From an optimization exercise on the open Yosys and OpenROAD flow, aimed at small area; shortcuts taken in it are not production practice. The RTL was checked by simulation tests, not by an equivalence proof against the original design. No activity file was given, so power comes from the tool's default toggle rates.

$ cat flow/flow/run.sh
#!/bin/bash
# Standard layout, with the port buffers made of the smallest buffer cell
# (the default picks a much larger delay cell) and a clock tree without
# dummy balancing loads.
set -euo pipefail
export BUFFER_PORTS_ARGS="-buffer_cell sky130_fd_sc_hd__buf_1"
export CTS_ARGS="-sink_clustering_enable -repair_clock_nets -sink_clustering_size 16 -sink_clustering_max_diameter 70 -buf_list {sky130_fd_sc_hd__clkbuf_2 sky130_fd_sc_hd__clkbuf_4 sky130_fd_sc_hd__clkbuf_8} -dont_use_dummy_load"
bash standard.sh > standard_flow.log 2>&1
$ cat flow/standard.sh
#!/bin/bash
# synth_recipe.tcl (not shown) runs the flow's synth.tcl, then flattens the netlist and writes it again
# the make line also repeats each setting of config.mk as NAME=value (left out here)
make -C /OpenROAD-flow-scripts/flow DESIGN_CONFIG=/design/flow/config.mk WORK_HOME=/design/flow/orfs CLKGATE_MAP_FILE= SYNTH_SCRIPT=/design/flow/synth_recipe.tcl "${@:-finish}"
$ cat flow/config.mk
export PLATFORM = sky130hd
export DESIGN_NAME = apb_spi_master
export DESIGN_NICKNAME = apb_spi_master
export VERILOG_FILES = /design/flow/design.v
export SDC_FILE = /design/flow/constraint.sdc
export NUM_CORES = 4
export LEC_CHECK = 0
export CAP_MARGIN = 0
export CORE_MARGIN = 2
export CORE_UTILIZATION = 40
export GPL_TIMING_DRIVEN = 0
export SLEW_MARGIN = 0
export SYNTH_HIERARCHICAL = 1
export SYNTH_MINIMUM_KEEP_SIZE = 0
$ cat flow/constraint.sdc
create_clock -name core_clock -period 5.0 [get_ports {pclk_i}]
set_input_delay 1.0000 -clock core_clock [delete_from_list [all_inputs] [get_ports {pclk_i}]]
set_output_delay 1.0000 -clock core_clock [all_outputs]
set_load 0.01 [all_outputs]
$ cat flow/design.v
module apb_spi_master (
    input  wire        pclk_i,
    input  wire        rst_n_i,
    input  wire        psel_i,
    input  wire        penable_i,
    input  wire [ 3:0] paddr_i,
    input  wire        pwrite_i,
    input  wire [31:0] pwdata_i,
    output reg  [31:0] prdata_o,
    output wire        pready_o,
    output reg         spi_clk_o,
    output reg         spi_sdo_o,
    output wire        spi_cs_n_o,
    input  wire        spi_sdi_i
);
    localparam [2:0] S_IDLE = 3'b000, S_CMD = 3'b001, S_ADDR = 3'b011, S_DUMMY = 3'b010,
                     S_TX = 3'b101, S_RX = 3'b110, S_EOT = 3'b100;
    reg  [ 2:0] state;
    reg  [31:0] reg_cmd;      
    reg  [31:0] reg_addr;     
    reg  [31:0] reg_len;      
    reg  [31:0] reg_wdata;    
    reg  [31:0] reg_rdata;    
    reg  [15:0] ctrl_div;     
    reg  [13:0] ctrl_mid;     
    reg         ctrl_rx;      
    reg         ctrl_tx;      
    reg         cmd_v, addr_v, len_v, wdata_v, rdata_v, div_v, mid_v;
    reg         req_rd;       
    reg         req_wr;       
    reg         cmd_b;        
    reg  [ 3:0] req_addr;
    reg  [ 7:0] req_len;
    reg  [15:0] req_wdata;    
    reg         req_wdata_v;
    reg         tx_busy;
    reg  [15:0] tx_cnt;
    reg         rx_busy;
    reg  [ 7:0] rx_len;
    reg  [15:0] rx_cnt;
    reg  [31:0] rx_data;
    reg         rx_wait;
    reg  [15:0] clk_cnt;
    reg         clk_q;
    wire        st_idle  = state == S_IDLE;
    wire        st_cmd   = state == S_CMD;
    wire        st_addr  = state == S_ADDR;
    wire        st_dummy = state == S_DUMMY;
    wire        st_tx    = state[2] && state[0];
    wire        st_rx    = state[2] && state[1];
    wire        st_eot   = state == S_EOT;
    wire        active   = state[1] || state[0];
    wire        tx_phase = state[0];
    assign pready_o   = 1'b1;
    assign spi_cs_n_o = !active;
    function [15:0] inc16;
        input [15:0] x;
        integer i;
        reg c;
        begin
            c = 1'b1;
            for (i = 0; i < 16; i = i + 1) begin
                inc16[i] = x[i] ^ c;
                c = c & x[i];
            end
        end
    endfunction
    wire [15:0] clk_cnt_next = inc16(clk_cnt);
    wire        clk_full     = clk_cnt_next == ctrl_div;
    wire        rise         = clk_q & ~spi_clk_o;
    wire        fall         = ~clk_q & spi_clk_o;
    always @(posedge pclk_i) begin
        clk_cnt <= (clk_full || !active) ? 16'd0 : clk_cnt_next;
    end
    always @(posedge pclk_i or negedge rst_n_i) begin
        if (!rst_n_i) begin
            clk_q     <= 1'b0;
            spi_clk_o <= 1'b0;
        end else begin
            clk_q     <= active && (clk_q ^ clk_full);
            spi_clk_o <= clk_q;
        end
    end
    wire [15:0] tx_cnt_next = inc16(tx_cnt);
    wire        tx_last     = st_tx ? (tx_cnt_next == {8'd0, req_len}) : (tx_cnt[1] && tx_cnt[0]);
    wire        tx_done     = fall && tx_last;
    wire        tx_start    = tx_phase && !tx_busy;
    wire        tx_word     = tx_cnt[4:0] == 5'b11111;
    wire        tx_shift    = fall && tx_busy && (!tx_done || tx_word);
    wire        dummy_two   = tx_cnt[2] && tx_cnt[0];   
    wire        dummy_step  = st_dummy && fall && !dummy_two;
    wire [ 4:0] bit_idx     = tx_start ? 5'd0 : tx_cnt_next[4:0];
    reg         bit_val;
    always @(*) begin
        case (state)
            S_CMD:   bit_val = !bit_idx[0] || (bit_idx[1] && cmd_b);
            S_ADDR:  bit_val = req_addr[~bit_idx[1:0]];
            default: bit_val = !bit_idx[4] && req_wdata_v && req_wdata[~bit_idx[3:0]];
        endcase
    end
    always @(posedge pclk_i) begin
        if (tx_start) tx_cnt <= 16'd0;
        else if ((tx_busy && fall && !tx_done) || dummy_step) tx_cnt <= tx_cnt_next;
    end
    always @(posedge pclk_i or negedge rst_n_i) begin
        if (!rst_n_i) begin
            tx_busy   <= 1'b0;
            spi_sdo_o <= 1'b0;
        end else begin
            tx_busy <= tx_start || (tx_busy && !tx_done);
            if (tx_start || tx_shift) spi_sdo_o <= bit_val;
        end
    end
    wire [15:0] rx_cnt_next = inc16(rx_cnt);
    wire        rx_done     = rise && (rx_cnt_next == {8'd0, rx_len});
    wire        rx_word     = rise && (rx_cnt == 16'd31);
    wire        rx_start    = !rx_busy && st_rx && ctrl_rx;
    wire        rx_stop     = (rx_busy && rx_word && !ctrl_rx) || rx_done;
    always @(posedge pclk_i or negedge rst_n_i) begin
        if (!rst_n_i) begin
            rx_busy <= 1'b0;
            rx_cnt  <= 16'd0;
            rx_data <= 32'd0;
            rdata_v <= 1'b0;
        end else begin
            if (rx_start) rx_busy <= 1'b1;
            else if (rx_stop) rx_busy <= 1'b0;
            if (rx_start) rx_cnt <= 16'd0;
            else if (rx_busy && rise) rx_cnt <= rx_cnt_next;
            if (rx_busy && rise) rx_data <= {rx_data[30:0], spi_sdi_i};
            rdata_v <= 1'b1;
        end
    end
    always @(posedge pclk_i) begin
        if (!rx_busy) reg_rdata <= rx_data;
        if (st_rx) rx_len <= req_len;
        if (fall) rx_wait <= 1'b0;
        else if (rx_done) rx_wait <= 1'b1;
    end
    wire go_cmd = st_idle && ctrl_tx && (req_rd || req_wr);
    always @(posedge pclk_i or negedge rst_n_i) begin
        if (!rst_n_i) begin
            state  <= S_IDLE;
            req_rd <= 1'b0;
            req_wr <= 1'b0;
        end else begin
            case (state)
                S_IDLE:  if (go_cmd) state <= S_CMD;
                S_CMD:   if (tx_done) state <= S_ADDR;
                S_ADDR:  if (tx_done) state <= S_DUMMY;
                S_DUMMY: if (dummy_two) begin
                    if (req_rd) state <= S_RX;
                    else if (req_wr) state <= S_TX;
                end
                S_TX:    if (tx_done) state <= S_EOT;
                S_RX:    if (rx_wait && fall) state <= S_EOT;
                default: state <= S_IDLE;
            endcase
            if (st_eot) begin
                req_rd <= 1'b0;
                req_wr <= 1'b0;
            end else if (st_idle && ctrl_tx) begin
                req_rd <= cmd_v && (reg_cmd[3:0] == 4'hA);
                req_wr <= cmd_v && (reg_cmd[3:0] == 4'hB);
            end
        end
    end
    always @(posedge pclk_i) begin
        if (st_idle) cmd_b <= req_wr;
        if (st_idle && ctrl_tx) begin
            req_addr    <= reg_addr[3:0] & {4{addr_v}};
            req_len     <= reg_len[7:0] & {8{len_v}};
            req_wdata   <= reg_wdata[15:0];
            req_wdata_v <= wdata_v;
        end
    end
    wire wr_en   = psel_i && penable_i && pwrite_i;
    wire wr_low  = wr_en && (paddr_i[3:2] == 2'b00);
    wire wr_cmd  = wr_en && (paddr_i == 4'd0);
    wire wr_addr = wr_en && (paddr_i == 4'd1);
    wire wr_len  = wr_en && (paddr_i == 4'd2);
    wire wr_wd   = wr_en && (paddr_i == 4'd3);
    wire wr_ctrl = wr_en && (paddr_i == 4'd5);
    always @(posedge pclk_i or negedge rst_n_i) begin
        if (!rst_n_i) begin
            ctrl_rx         <= 1'b0;
            ctrl_tx         <= 1'b0;
            cmd_v           <= 1'b0;
            addr_v          <= 1'b0;
            len_v           <= 1'b0;
            wdata_v         <= 1'b0;
            div_v           <= 1'b0;
            mid_v           <= 1'b0;
        end else begin
            if (wr_cmd) cmd_v <= 1'b1;
            if (wr_addr) addr_v <= 1'b1;
            if (wr_len) len_v <= 1'b1;
            if (wr_wd) wdata_v <= 1'b1;
            if (wr_ctrl) div_v <= 1'b1;
            if (wr_ctrl) begin
                mid_v   <= 1'b1;
                ctrl_rx <= pwdata_i[1];
                ctrl_tx <= pwdata_i[0];
            end else if (!wr_low) begin
                mid_v   <= 1'b0;
                ctrl_rx <= ctrl_rx && !st_eot;
                ctrl_tx <= ctrl_tx && !st_eot;
            end
        end
    end
    always @(posedge pclk_i) begin
        if (wr_cmd) reg_cmd <= pwdata_i;
        if (wr_addr) reg_addr <= pwdata_i;
        if (wr_len) reg_len <= pwdata_i;
        if (wr_wd) reg_wdata <= pwdata_i;
        if (wr_ctrl) begin
            ctrl_div <= (pwdata_i[31:16] < 16'd4) ? 16'd4 : pwdata_i[31:16];
            ctrl_mid <= pwdata_i[15:2];
        end
    end
    wire        rd_en  = psel_i && !pwrite_i;
    wire        rd_cmd = rd_en && cmd_v && paddr_i == 4'd0;
    wire        rd_adr = rd_en && addr_v && paddr_i == 4'd1;
    wire        rd_len = rd_en && len_v && paddr_i == 4'd2;
    wire        rd_wd  = rd_en && wdata_v && paddr_i == 4'd3;
    wire        rd_rd  = rd_en && rdata_v && paddr_i == 4'd4;
    wire        rd_ct  = rd_en && paddr_i == 4'd5;
    wire [31:0] rd_ctv = {{16{rd_ct && div_v}}, {14{rd_ct && mid_v}}, rd_ct, rd_ct};
    wire [31:0] reg_ctrl = {ctrl_div, ctrl_mid, ctrl_rx, ctrl_tx};
    wire [31:0] rd_next;
    genvar gi;
    generate
        for (gi = 0; gi < 32; gi = gi + 1) begin : g_rd
            apb_spi_rd_bit u_bit (
                .sel ({!rd_en, rd_ctv[gi], rd_rd, rd_wd, rd_len, rd_adr, rd_cmd}),
                .din ({prdata_o[gi], reg_ctrl[gi], reg_rdata[gi], reg_wdata[gi],
                       reg_len[gi], reg_addr[gi], reg_cmd[gi]}),
                .dout(rd_next[gi])
            );
        end
    endgenerate
    always @(posedge pclk_i or negedge rst_n_i) begin
        if (!rst_n_i) prdata_o <= 32'd0;
        else prdata_o <= rd_next;
    end
endmodule
module apb_spi_rd_bit (
    input  wire [6:0] sel,
    input  wire [6:0] din,
    output wire       dout
);
    assign dout = |(sel & din);
endmodule
==> results of run 1 <==
Yosys cell counts, types with 21 or more instances:
master	n	area [um^2]
nor2_1	34	128
edfxtp_1	228	6850
nand3_1	39	195
a22oi_1	64	480
nand2_1	139	522
a21oi_1	28	140
dfxtp_1	33	661
xnor2_1	21	184
and2_1	36	225
a222oi_1	32	320
dfrtp_1	99	2480
clkbuf_1	29	109
ha_1	42	526
registers in the layout (all words and copies together) (netlist names), 3 cells and up:
register,count
clk_cnt,16
ctrl_div,16
ctrl_mid,14
prdata_o,32
reg_addr,32
reg_cmd,32
reg_len,32
reg_rdata,32
reg_wdata,32
req_addr,4
req_len,8
req_wdata,16
rx_cnt,16
rx_data,32
rx_len,8
state,3
tx_cnt,16
Yosys stat by module, one instance, submodules excluded:
module,copies in the design,area [um^2]
apb_spi_master,1,13000
apb_spi_rd_bit,32,30.0
layout make-up:
cell class | instances | area share (%)
repair buffers | 92 | 3.41
inverters | 4 | 0.0971
multi-input cells | 575 | 24.7
flip-flops and latches | 360 | 64.6
well taps | 455 | 3.68
plain buffers | 38 | 1.16
clock buffers | 27 | 2.40
through the flow:
step	setup slack (ns)	cell area [um^2]	util (%)	TNS, ns
5_1_grt	0.0789	15500	44.9	0
3_5_place_dp	0.121	15100	43.7	0
2_1_floorplan	0.577	14000	-	0
3_3_place_gp	-2.26	14800	43.0	-343.81
6_report	0.442	15500	44.9	0
4_1_cts	0.0883	15400	44.8	0
power by group:
part           switching (W)  leakage (nW)  internal [W]
clock               0.000870         0.194      0.000483
sequential         0.0000555          3.80       0.00324
combinational       0.000134          2.04     0.0000746
total                0.00106          6.03       0.00380
path summary, 6_finish.rpt:
| check | endpoint | slack [ns] | cells past startpoint |
|---|---|---|---|
| max | tx_cnt[11]$_SDFFE_PP0P_ | 0.44 | 22 |
| min | prdata_o[31]$_DFF_PN0_ | 0.31 | 1 |
| max reg2reg | tx_cnt[11]$_SDFFE_PP0P_ | 0.44 | 22 |
| min reg2reg | spi_clk_o$_DFF_PN0_ | 0.45 | 0 |
| max in group asynchronous | rx_data[8]$_DFFE_PN0P_ | 3.95 | 3 |
| min in group core_clock | spi_clk_o$_DFF_PN0_ | 0.45 | 0 |
repair_timing:
action,4_1_cts,5_1_grt
setup buffers,0,2
endpoints found under the setup margin,0,10
resized for setup,0,3
layer usage:
metal | vias to the layer above | routed length, um | GRT usage [%]
li1 | 3885 | - | -
met1 | 4195 | 14400 | 25.1
met2 | 185 | 15000 | 29.2
met3 | 35 | 1840 | 3.04
met4 | 2 | 552 | 4.08
met5 | - | 12 | 0
worst max-delay path: stages (launching register included):
cell and delay, ns:
dfxtp_1 0.32, ha_1 0.26, ha_1 0.20, ha_1 0.18, ha_1 0.20, ha_1 0.20
ha_1 0.18, ha_1 0.18, ha_1 0.18, ha_1 0.18, ha_1 0.17, ha_1 0.18
ha_1 0.18, ha_1 0.19, ha_1 0.29, nor4_1 0.20, and4_1 0.29, nand4b_2 0.16
and2_1 0.19, buf_6 0.14, buf_12 0.15, mux2i_1 0.14, nor2_1 0.06
kinds of logic (layout without fill, tap and decap cells):
group | after synthesis | in the layout | share of synthesized area [%]
simple gates | 314 | 314 | 10.9
flops | 360 | 360 | 71.6
other cells | 1 | 2 | 0.0269
xor+xnor | 39 | 39 | 2.45
fa+ha+maj | 42 | 42 | 3.77
mux | 23 | 23 | 1.76
buf+inv | 42 | 161 | 1.38
compound gates | 155 | 155 | 8.19
==> flow_summary.ini, run 1 <==
[timing]
min_period_over_period_pct = 91.2
whs_ns = 0.307
final-hold-violation-count = 0
final.setup_skew_ns = 0.0295
setup_viol = 0
drv_slew = 0
period_needed_ns = 4.56
tightest_slew_ns = 0.961
relSlewSlack_pct = 35.7
rsz0062_at_grt = false
fmax_mhz = 219

[route]
ant_nets = 0
wl_per_cell_um = 20.5
num_vias = 8302
first_pass_iters = 5
drc = 0
vias_per_cell = 5.35
drt_iter0_drc = 650
wl_mm = 31.8

[critical_path]
criticalPathCategory = reg2reg
start_kind = flip-flop
cp_max_fo = 10
cp.arrival_ns = 4.98
rr_startpoint = tx_cnt[0]$_SDFFE_PP0P_
endpoint_kind = flip-flop
worstPathRequired_ns = 5.43
crit_path_start = tx_cnt[0]$_SDFFE_PP0P_

[die]
floorplan.die_area_mm2 = 0.0364
die_y_um = 191
core_area_mm2 = 0.0345
die_width_um = 191
ios = 78
placementRows = 68
initial_core_util_pct = 40.5

[global_route]
grt_pass1_vias = 8490
grt_util_all_layers_pct = 17.9
grt_max_degree = 34
grt_pass1_wl_mm = 49.9
gr-total-overflow = 0
antenna_found_initial = 1

[layout]
antenna_cells = 0
fillers = 3127
drive_gt1_share_pct = 7.03
synthToLayoutAreaGrowth_pct = 10.8
multi_input_area_mm2 = 0.00382
final_cells = 1551
nets = 1182
final_common_cell = edfxtp_1
final-seq-area_mm2 = 0.00998
final_cell_mix = edfxtp_1, nand2_1, dfrtp_1

[clocking]
clock_latency_ns = 0.58
htree_levels = 1
path_clk_slew_ns = 0.10
cts_buffers = 27
cts_root_buf = clkbuf_8
cts.sinks = 360
cts-hold-fix-buffers = 0
tritoncts = yes
cts_max_path_buffers = 3

[yosys]
synth.distinct_cells = 52
syn_area_per_cell_um2 = 14.3
synth_async_sr_flop_share_pct = 27.5
synth_seq_cells = 360
yosysSeqAreaShare_pct = 71.6
netlist_area_mm2 = 0.0140
ys_warn_count = 7
netlist_instances = 976
synth_edf_count = 228
synthFlopType = edfxtp_1

[power_and_ir_drop]
ir_worst_vdd_mv = 0.190
p_leak_nw = 6.03
power_density_mw_per_mm2 = 314
total_power_w = 0.00486

[job]
cap_violations = 0

[place]
gp_congestion = 0.823
dp.final_hpwl_mm = 21.0
portBuffers = 76
dp.cells = 1522

[min_path]
hp-class = in2async

[run_status]
outcome = no timing/DRC/antenna violations
==> inputs of run 2 (changes only) <==
--- a/flow/config.mk
+++ b/flow/config.mk
@@ -9,5 +9,4 @@
 export CORE_MARGIN = 2
 export CORE_UTILIZATION = 40
-export GPL_TIMING_DRIVEN = 0
 export SLEW_MARGIN = 0
 export SYNTH_HIERARCHICAL = 1
==> run 2 against run 1 <==
Effect of this change: cell count is 2.1% lower; clock power hardly changed; sequential cell count stayed put; synthesized cell count stayed put; largest cell class unchanged; cell area is 1.8% lower; highest routed layer is now met4; sequential share of layout area is 1.2 points higher; sequential power hardly changed; routed wire length is 0.32% lower; hold slack better by 0.13 ns; first-iteration DRC count is 11% higher.
==> flow_summary.ini, run 2 <==
[timing]
relSlewSlack_pct = 25.9
setup_viol = 0
min_period_over_period_pct = 91.5
tightest_slew_ns = 1.11
final-hold-violation-count = 0
rsz0062_at_grt = false
setup_ws_ns = 0.424
fmax_mhz = 219
drv_slew = 0
whs_ns = 0.440
setup_tns_ns = 0
final.setup_skew_ns = 0.0385
period_needed_ns = 4.58

[layout]
nets = 1146
synthToLayoutAreaGrowth_pct = 8.79
fin_util_pct = 44.1
final_common_cell = edfxtp_1
drive_gt1_share_pct = 6.04
final_cells = 1518
final_cell_mix = edfxtp_1, nand2_1, dfrtp_1

[global_route]
gr-total-overflow = 0
grt_max_degree = 64
grt_pass1_wl_mm = 49.7
grt_util_all_layers_pct = 17.8
grt_pass1_vias = 8298
antenna_found_initial = 3

[die]
die_width_um = 191
die_y_um = 191
placementRows = 68
floorplan.die_area_mm2 = 0.0364
core_area_mm2 = 0.0345
initial_core_util_pct = 40.5
ios = 78

[critical_path]
rr_startpoint = tx_cnt[0]$_SDFFE_PP0P_
endpoint_kind = flip-flop
criticalPathCategory = reg2reg
cp.arrival_ns = 5.03
r2r-end = tx_cnt[12]$_SDFFE_PP0P_
cp_max_fo = 15
worstPathRequired_ns = 5.46
start_kind = flip-flop
reg2reg_depth = 20
ff2ff_setup_slack_ns = 0.42

[place]
dp_slack_ns = 0.461
portBuffers = 76
dp.final_hpwl_mm = 19.8
gp_congestion = 0.805
dp.cells = 1487

[clocking]
clock_latency_ns = 0.59
cts_root_buf = clkbuf_8
htree_levels = 1
tritoncts = yes
path_clk_slew_ns = 0.10
cts_max_path_buffers = 3
cts_setup_buffers = 0
cts-hold-fix-buffers = 0
cts.sinks = 360
cts.repair.resized = 0
cts_buffers = 28

[min_path]
holdPathEnd = prdata_o[25]$_DFF_PN0_
hp-class = reg2reg
min_from = reg_addr[25]$_DFFE_PP_
min_path_cells = 2

[yosys]
synthTopCellsByCount = edfxtp_1, nand2_1, dfrtp_1, a22oi_1, ha_1
yosysSeqAreaShare_pct = 71.6
yosysTopAreaCell = edfxtp_1
synth_edf_count = 228
syn_area_per_cell_um2 = 14.3
synth.area.top_cells = edfxtp_1, dfrtp_1, dfxtp_1
yosysMostFrequentCell = edfxtp_1
ys_warn_count = 7
synthFlopType = edfxtp_1
synth_async_sr_flop_share_pct = 27.5
synth_top_area_share_pct = 49.1
synth_seq_cells = 360
netlist_area_mm2 = 0.0140
netlist_instances = 976
synth.distinct_cells = 52

[route]
ant_nets = 0
drt_iter0_drc = 723
first_pass_iters = 5
vias_per_cell = 5.45
wl_per_cell_um = 20.9
wl_mm = 31.7
drc = 0
num_vias = 8275

[power_and_ir_drop]
power_density_mw_per_mm2 = 320
ir_worst_vdd_mv = 0.163
p_leak_nw = 5.91

[run_status]
outcome = no timing/DRC/antenna violations

[job]
cap_violations = 0
## run 2: cell families (layout without fill, tap and decap cells)
| logic type | after synthesis | count (layout) | synth area share, % |
|---|---|---|---|
| buf+inv | 42 | 125 | 1.38 |
| xor+xnor | 39 | 39 | 2.45 |
| other cells | 1 | 5 | 0.0269 |
| simple gates | 314 | 314 | 10.9 |
| fa+ha+maj | 42 | 42 | 3.77 |
| mux | 23 | 23 | 1.76 |
| compound gates | 155 | 155 | 8.19 |
| flops | 360 | 360 | 71.6 |
## run 2: worst max path at each step
stage / startpoint / to / slack (ns)
after floorplan: paddr_i[3] / reg_len[0]$_DFFE_PP_ / 0.58
after global placement: tx_cnt[0]$_SDFFE_PP0P_ / tx_cnt[1]$_SDFFE_PP0P_ / 0.53
after detailed placement: tx_cnt[0]$_SDFFE_PP0P_ / tx_cnt[12]$_SDFFE_PP0P_ / 0.46
after CTS: tx_cnt[0]$_SDFFE_PP0P_ / tx_cnt[12]$_SDFFE_PP0P_ / 0.40
after global routing: tx_cnt[0]$_SDFFE_PP0P_ / tx_cnt[12]$_SDFFE_PP0P_ / 0.13
final: tx_cnt[0]$_SDFFE_PP0P_ / tx_cnt[12]$_SDFFE_PP0P_ / 0.42
## run 2: routing by layer
layer	up-vias	global-route usage [%]	wire length, um
met3	41	2.19	1390
met1	4183	25.8	14700
met5	-	0	0
met2	223	28.6	15000
met4	0	4.53	565
li1	3828	-	-
## run 2: stage by stage
stage	power [W]	cell area, um^2
floorplan	0.00345	14000
global placement	0.00356	14800
detailed placement	0.00357	14800
CTS	0.00491	15200
global route	0.00505	15200
finish	0.00486	15200
## run 2: Yosys stat by module, one instance, submodules excluded
module / copies in the design / cell area, um^2
apb_spi_master: 1 / 13000
apb_spi_rd_bit: 32 / 30.0
## run 2: layout make-up
class	count	area, um^2
Multi-Input combinational cell	575	3800
Inverter	4	15.0
Clock buffer	28	385
Sequential cell	360	9980
Antenna cell	3	7.51
Fill cell	3177	19300
Timing Repair Buffer	93	417
Tap cell	455	569
## run 2: report_power, final
group | leakage (nW) | internal, W | switching (W)
Clock | 0.201 | 0.000499 | 0.000867
Sequential | 3.80 | 0.00324 | 0.0000534
Combinational | 1.91 | 0.0000674 | 0.000133
Total | 5.91 | 0.00381 | 0.00105
## run 2: worst max-delay path: stages, from the launching register on
cell and delay, ns:
dfxtp_1 0.32, ha_1 0.25, ha_1 0.21, ha_1 0.18, ha_1 0.17, ha_1 0.17
ha_1 0.17, ha_1 0.17, ha_1 0.17, ha_1 0.17, ha_1 0.18, ha_1 0.18
ha_1 0.18, ha_1 0.19, ha_1 0.29, nor4_1 0.04, and4_1 0.21, nand4b_2 0.11
and2_1 0.74, mux2i_1 0.28, nor2_1 0.05
==> inputs of run 3 (changes only) <==
--- a/flow/config.mk
+++ b/flow/config.mk
@@ -6,8 +6,8 @@
 export NUM_CORES = 4
 export LEC_CHECK = 0
-export CAP_MARGIN = 0
+export CAP_MARGIN = 20
 export CORE_MARGIN = 2
 export CORE_UTILIZATION = 40
-export SLEW_MARGIN = 0
+export SLEW_MARGIN = 20
 export SYNTH_HIERARCHICAL = 1
 export SYNTH_MINIMUM_KEEP_SIZE = 0
==> run 3 against run 2 <==
Effect of this change: still clean; utilization barely moved; global-route usage unchanged; synthesized cell count did not move; register-to-register slack is essentially flat; sequential power hardly changed; cell area is essentially flat; sequential share of layout area barely moved; critical path type unchanged; critical endpoint unchanged; largest cell class unchanged; highest routed layer unchanged.
==> flow_summary.ini, run 3 <==
[clocking]
cts.sinks = 360
cts_buffers = 28
cts_root_buf = clkbuf_8
clock_latency_ns = 0.59
cts_max_path_buffers = 3
htree_levels = 1
cts.repair.resized = 0
tritoncts = yes
cts-hold-fix-buffers = 0
path_clk_slew_ns = 0.10
cts_setup_buffers = 0

[timing]
fmax_mhz = 219
relSlewSlack_pct = 30.2
rsz0062_at_grt = false
tightest_slew_ns = 1.05
setup_viol = 0
drv_slew = 0
final-hold-violation-count = 0
setup_tns_ns = 0
min_period_over_period_pct = 91.5
final.setup_skew_ns = 0.0387
period_needed_ns = 4.57

[yosys]
syn_area_per_cell_um2 = 14.3
synthFlopType = edfxtp_1
yosysMostFrequentCell = edfxtp_1
ys_warn_count = 7
synth_top_area_share_pct = 49.1
synth.area.top_cells = edfxtp_1, dfrtp_1, dfxtp_1
synth_edf_count = 228
netlist_instances = 976
synthTopCellsByCount = edfxtp_1, nand2_1, dfrtp_1, a22oi_1, ha_1
synth_async_sr_flop_share_pct = 27.5
netlist_area_mm2 = 0.0140
synth.distinct_cells = 52
yosysSeqAreaShare_pct = 71.6
yosysTopAreaCell = edfxtp_1
synth_seq_cells = 360

[route]
first_pass_iters = 5
drt_iter0_drc = 722
drc = 0
wl_per_cell_um = 20.9
wl_mm = 31.7
ant_nets = 0
num_vias = 8264
vias_per_cell = 5.44

[layout]
synthToLayoutAreaGrowth_pct = 8.80
final-seq-area_mm2 = 0.00998
drive_gt1_share_pct = 6.04
nets = 1146
fillers = 3176
multi_input_area_mm2 = 0.00380
final_cell_mix = edfxtp_1, nand2_1, dfrtp_1
final_common_cell = edfxtp_1
final_cells = 1518

[global_route]
grt_pass1_vias = 8298
antenna_found_initial = 3
grt_util_all_layers_pct = 17.8
grt_max_degree = 64
grt_pass1_wl_mm = 49.7
gr-total-overflow = 0

[critical_path]
ff2ff_setup_slack_ns = 0.43
worstPathRequired_ns = 5.46
reg2reg_depth = 20
cp.arrival_ns = 5.03
start_kind = flip-flop
critPathMaxStageDelay_ns = 0.74
criticalPathCategory = reg2reg
r2r-end = tx_cnt[12]$_SDFFE_PP0P_
crit_chain = ha_1, ha_1, ha_1, ha_1, ha_1, ha_1, ha_1, ha_1, ha_1, ha_1, ha_1, ha_1, ha_1, ha_1, nor4_1, and4_1, nand4b_2, and2_1, mux2i_1, nor2_1
endpoint_kind = flip-flop
crit_path_end = tx_cnt[12]$_SDFFE_PP0P_
cp_max_fo = 15
rr_startpoint = tx_cnt[0]$_SDFFE_PP0P_
crit_slowest_cell = and2_1
cp_common_cell = ha_1
crit_path_start = tx_cnt[0]$_SDFFE_PP0P_

[place]
dp.final_hpwl_mm = 19.8
gp_congestion = 0.805
dp.cells = 1487
portBuffers = 76

[die]
floorplan.die_area_mm2 = 0.0364
initial_core_util_pct = 40.5
die_width_um = 191
core_area_mm2 = 0.0345
ios = 78
die_y_um = 191
placementRows = 68

[power_and_ir_drop]
ir_worst_vdd_mv = 0.162
power_density_mw_per_mm2 = 320
p_leak_nw = 5.91

[min_path]
hp-class = reg2reg
min_from = reg_addr[25]$_DFFE_PP_

[run_status]
outcome = no timing/DRC/antenna violations

[job]
cap_violations = 0
==> run 3: cell count changes in the layout (fill, tap and decap cells not counted) <==
cell / delta
and2_4: +1
and2_2: -1
buf_4: +1
clkbuf_4: -1
==> run 3: cell type report <==
class                           count  area share (%)
Antenna cell                        3          0.0494
Sequential cell                   360            65.8
Clock buffer                       28            2.54
Tap cell                          455            3.75
Multi-Input combinational cell    575            25.1
Timing Repair Buffer               93            2.74
Inverter                            4          0.0989
==> run 3: Yosys stat by module (local to each module, per instance) <==
module	cell area, um^2	cells	copies in the design	flops+latches
apb_spi_rd_bit	30.0	4	32	0
apb_spi_master	13000	848	1	360
==> run 3: cell families after synthesis <==
family | share of synthesized area (%)
flip-flops | 71.6
AND/OR/NAND/NOR | 10.9
AO/OA/AOI/OAI | 8.19
adder cells (fa/ha/maj) | 3.77
buffers and inverters | 1.38
XOR/XNOR | 2.45
multiplexers | 1.76
other | 0.0269
==> run 3: power by group <==
| group | switching (W) | leakage (nW) | total, W | internal, W |
|---|---|---|---|---|
| combinational | 0.000133 | 1.91 | 0.000200 | 0.0000674 |
| sequential | 0.0000534 | 3.80 | 0.00330 | 0.00324 |
| clock | 0.000867 | 0.201 | 0.00137 | 0.000499 |
| total | 0.00105 | 5.91 | 0.00486 | 0.00381 |
==> run 3: worst min-delay path by stage <==
stage	to	slack, ns	depth (start not counted)
after floorplan	spi_clk_o$_DFF_PN0_	0.41	0
after global placement	reg_rdata[31]$_DFFE_PN_	0.43	0
after detailed placement	reg_rdata[31]$_DFFE_PN_	0.44	0
after CTS	prdata_o[23]$_DFF_PN0_	0.45	2
after global routing	prdata_o[25]$_DFF_PN0_	0.46	2
final	prdata_o[25]$_DFF_PN0_	0.44	2
==> run 3: metal layers <==
layer	track usage [%]	up-vias	part of all wire (%)
li1	-	3828	-
met1	25.8	4179	47
met2	28.6	216	47
met3	2.19	41	4.3
met4	4.53	0	1.8
met5	0	-	0
==> run 3: worst max-delay path, delay by kind of cell, from the launching register on <==
kind | cells | cell delay (ns)
and+or+nand+nor | 5 | 1.15
muxes | 1 | 0.28
DFF | 1 | 0.32
adders and majority gates | 14 | 2.68
==> run 3: per-stage QoR <==
step | total power (W) | util, % | setup WS, ns | hold slack, ns | area [um^2]
floorplan | 0.00345 | - | 0.577 | 0.406 | 14000
global placement | 0.00356 | 42.9 | 0.532 | 0.432 | 14800
detailed placement | 0.00357 | 42.9 | 0.461 | 0.435 | 14800
CTS | 0.00491 | 44.0 | 0.404 | 0.447 | 15200
global route | 0.00505 | 44.1 | 0.129 | 0.460 | 15200
finish | 0.00486 | 44.1 | 0.425 | 0.442 | 15200
==> inputs of run 4 (changes only) <==
--- a/flow/config.mk
+++ b/flow/config.mk
@@ -8,5 +8,6 @@
 export CAP_MARGIN = 20
 export CORE_MARGIN = 2
-export CORE_UTILIZATION = 40
+export CORE_UTILIZATION = 60
+export PLACE_DENSITY = 0.8
 export SLEW_MARGIN = 20
 export SYNTH_HIERARCHICAL = 1
==> run 4 against run 3 <==
Effect of this change: clock skew shrank 0.011 ns; still clean; register-to-register slack improved by 0.04 ns; critical path depth stayed put; utilization up 22 points; fmax is 0.81% higher; sequential share of layout area grew 0.93 points; sequential cell count did not move; highest routed layer is now met5; first-iteration DRC count is 43% higher; synthesized cell count unchanged; non-clock buffer count grew 5.
==> flow_summary.ini, run 4 <==
[route]
wl_met2_mm = 14.3
vias_per_cell = 6.28
num_vias = 8464
wl_met1_mm = 12.4
wl_mm = 29.7
wl_per_cell_um = 22.1
first_pass_iters = 8
route.met3.wl_mm = 2.49
drt_iter0_drc = 1034
routed.top_layer = met5
ant_nets = 0
drc = 0

[critical_path]
ff2ff_setup_slack_ns = 0.46
r2r-end = tx_cnt[8]$_SDFFE_PP0P_
crit_path_end = tx_cnt[8]$_SDFFE_PP0P_
endpoint_kind = flip-flop
cp_max_fo = 15
crit_chain = ha_1, ha_1, ha_1, ha_1, ha_1, ha_1, ha_1, ha_1, ha_1, ha_1, ha_1, ha_1, ha_1, ha_1, nor4_1, and4_1, nand4b_2, and2_1, mux2i_1, nor2_1
worstPathRequired_ns = 5.46
cp.arrival_ns = 5.00
rr_startpoint = tx_cnt[0]$_SDFFE_PP0P_
reg2reg_depth = 20
crit_path_start = tx_cnt[0]$_SDFFE_PP0P_
crit_slowest_cell = and2_1
criticalPathCategory = reg2reg
start_kind = flip-flop
critPathMaxStageDelay_ns = 0.71
cp_common_cell = ha_1

[yosys]
yosysSeqAreaShare_pct = 71.6
synth_edf_count = 228
synthFlopType = edfxtp_1
yosys.area_share.simple_pct = 10.9
synth_seq_cells = 360
synth_top_family_by_area = simple AND/OR/NAND/NOR gates
netlist_area_mm2 = 0.0140
synth.distinct_cells = 52
syn_area_per_cell_um2 = 14.3
synthMuxAreaShare_pct = 1.76
synth.area.top_cells = edfxtp_1, dfrtp_1, dfxtp_1
yosys.area_share.xor_xnor_pct = 2.45
synth_top_area_share_pct = 49.1
synthTopCellsByCount = edfxtp_1, nand2_1, dfrtp_1, a22oi_1, ha_1
yosysMostFrequentCell = edfxtp_1
ys_warn_count = 7
yosysTopAreaCell = edfxtp_1
netlist_instances = 976
synth_compound_area_share_pct = 8.19
yosys.area_share.adder_pct = 3.77
synth_async_sr_flop_share_pct = 27.5

[clocking]
tritoncts = yes
htree_levels = 1
cts_root_buf = clkbuf_8
cts.sinks = 360
path_clk_slew_ns = 0.10
cts-hold-fix-buffers = 0
cts_setup_buffers = 0
cts.repair.resized = 0
cts_buffers = 26
cts_max_path_buffers = 3
clock_latency_ns = 0.59

[power_and_ir_drop]
p_leak_nw = 5.92
power_density_mw_per_mm2 = 321
ir_worst_vdd_mv = 0.248
total_power_w = 0.00481

[place]
post_dp_cell_area_mm2 = 0.0146
portBuffers = 76
gp_congestion = 0.844
dp_slack_ns = 0.470
dp.final_hpwl_mm = 19.6

[layout]
nets = 1149
drive_gt1_share_pct = 6.21
final_cell_mix = edfxtp_1, nand2_1, dfrtp_1
final_common_cell = edfxtp_1
fin_area_mm2 = 0.0150
synthToLayoutAreaGrowth_pct = 7.27
fin_util_pct = 65.9
antenna_cells = 0

[run_status]
outcome = no timing/DRC/antenna violations

[die]
core_area_mm2 = 0.0227
initial_core_util_pct = 61.4
die_y_um = 157
die_width_um = 157
ios = 78
placementRows = 55
floorplan.die_area_mm2 = 0.0245

[timing]
fmax_mhz = 220
relSlewSlack_pct = 19.4
min_period_over_period_pct = 90.8
tightest_slew_ns = 1.21
drv_slew = 0
period_needed_ns = 4.54
final-hold-violation-count = 0
setup_tns_ns = 0
setup_ws_ns = 0.462
final.setup_skew_ns = 0.0278
setup_viol = 0
rsz0062_at_grt = false

[min_path]
hp-class = in2async

[global_route]
grt_pass1_vias = 8361
grt_max_degree = 42
grt_util_all_layers_pct = 24.7
gr-total-overflow = 0
grt_pass1_wl_mm = 46.4
antenna_found_initial = 1

[job]
cap_violations = 0
run 4: cell types whose count changed in the layout (fill, tap and decap cells not counted), sizes merged:
cell,delta
diode,-3
buf,+4
clkbuf,-1
run 4: kinds of logic after synthesis:
family,count (synthesis)
compound gates,155
xor+xnor,39
simple gates,314
flops,360
fa+ha+maj,42
buf+inv,42
mux,23
other cells,1
run 4: where the power goes:
part           internal, W  total [W]  leakage [nW]  switching (W)
logic            0.0000681   0.000200          1.93       0.000132
registers          0.00324    0.00330          3.80      0.0000542
clock network     0.000466    0.00131         0.187       0.000846
total              0.00378    0.00481          5.92        0.00103
run 4: how the worst min path moves through the flow:
stage                                 start                      end  slack, ns  depth (start not counted)
global route                        rst_n_i   prdata_o[30]$_DFF_PN0_       0.43                          1
floorplan                   clk_q$_DFF_PN0_      spi_clk_o$_DFF_PN0_       0.41                          0
detailed placement   reg_wdata[0]$_DFFE_PP_   req_wdata[0]$_DFFE_PP_       0.44                          0
CTS                                 rst_n_i   prdata_o[31]$_DFF_PN0_       0.41                          1
global placement    reg_wdata[13]$_DFFE_PP_  req_wdata[13]$_DFFE_PP_       0.43                          0
finish                              rst_n_i   prdata_o[31]$_DFF_PN0_       0.40                          1
run 4: layout make-up:
cell class	count	area, um^2
inverter	4	15.0
timing repair buffer	98	454
sequential	360	9980
clock buffer	26	358
tap	285	357
multi-input combinational	575	3800
fill	1614	7740
run 4: metrics by stage:
| step | hold slack, ns | cells |
|---|---|---|
| floorplan | 0.406 | 977 |
| global placement | 0.430 | 1322 |
| detailed placement | 0.436 | 1322 |
| CTS | 0.409 | 1348 |
| global route | 0.428 | 1348 |
| finish | 0.402 | 1348 |
run 4: layer usage:
metal / track usage [%] / up-vias
met3: 4.26 / 41
met5: 0 / -
met2: 40.0 / 357
met4: 6.55 / 2
met1: 35.4 / 4234
li1: - / 3830
run 4: per-module statistics from Yosys, one instance, submodules excluded:
module,copies in the design,cells
apb_spi_master,1,848
apb_spi_rd_bit,32,4
run 4: critical path, delay by kind of cell (launching register included):
family        cells  cell delay (ns)
fa+ha+maj        14             2.70
flops             1             0.33
mux               1             0.27
simple gates      5             1.12

==> static timing again, ports no longer ideal <==
The flow's constraints put no driver on any port. The routed layouts listed below were extracted and timed again, unchanged, in two steps. Step 1: set_driving_cell puts a clkbuf_16 on pclk_i and a buf_2 on each other input, an assumption about the parent block. Step 2 moves the port delays by t, midway between the first and last clock arrival at a register: inputs arrive t later, outputs are due t later. That takes back most of the time a late clock gives input paths. Slacks: ideal / step 1 / step 2; pairs: ideal / step 1.
| run | t (ns) | setup slack, ns | worst setup path at the end |
|---|---|---|---|
| run 1 | 0.609 | 0.442 / 0.442 / 0.442 | register to register |
| run 2 | 0.615 | 0.424 / 0.424 / 0.424 | register to register |
| run 3 | 0.618 | 0.425 / 0.425 / 0.425 | register to register |
| run 4 | 0.615 | 0.462 / 0.462 / 0.462 | register to register |
After both steps setup and hold are still met in every run listed.
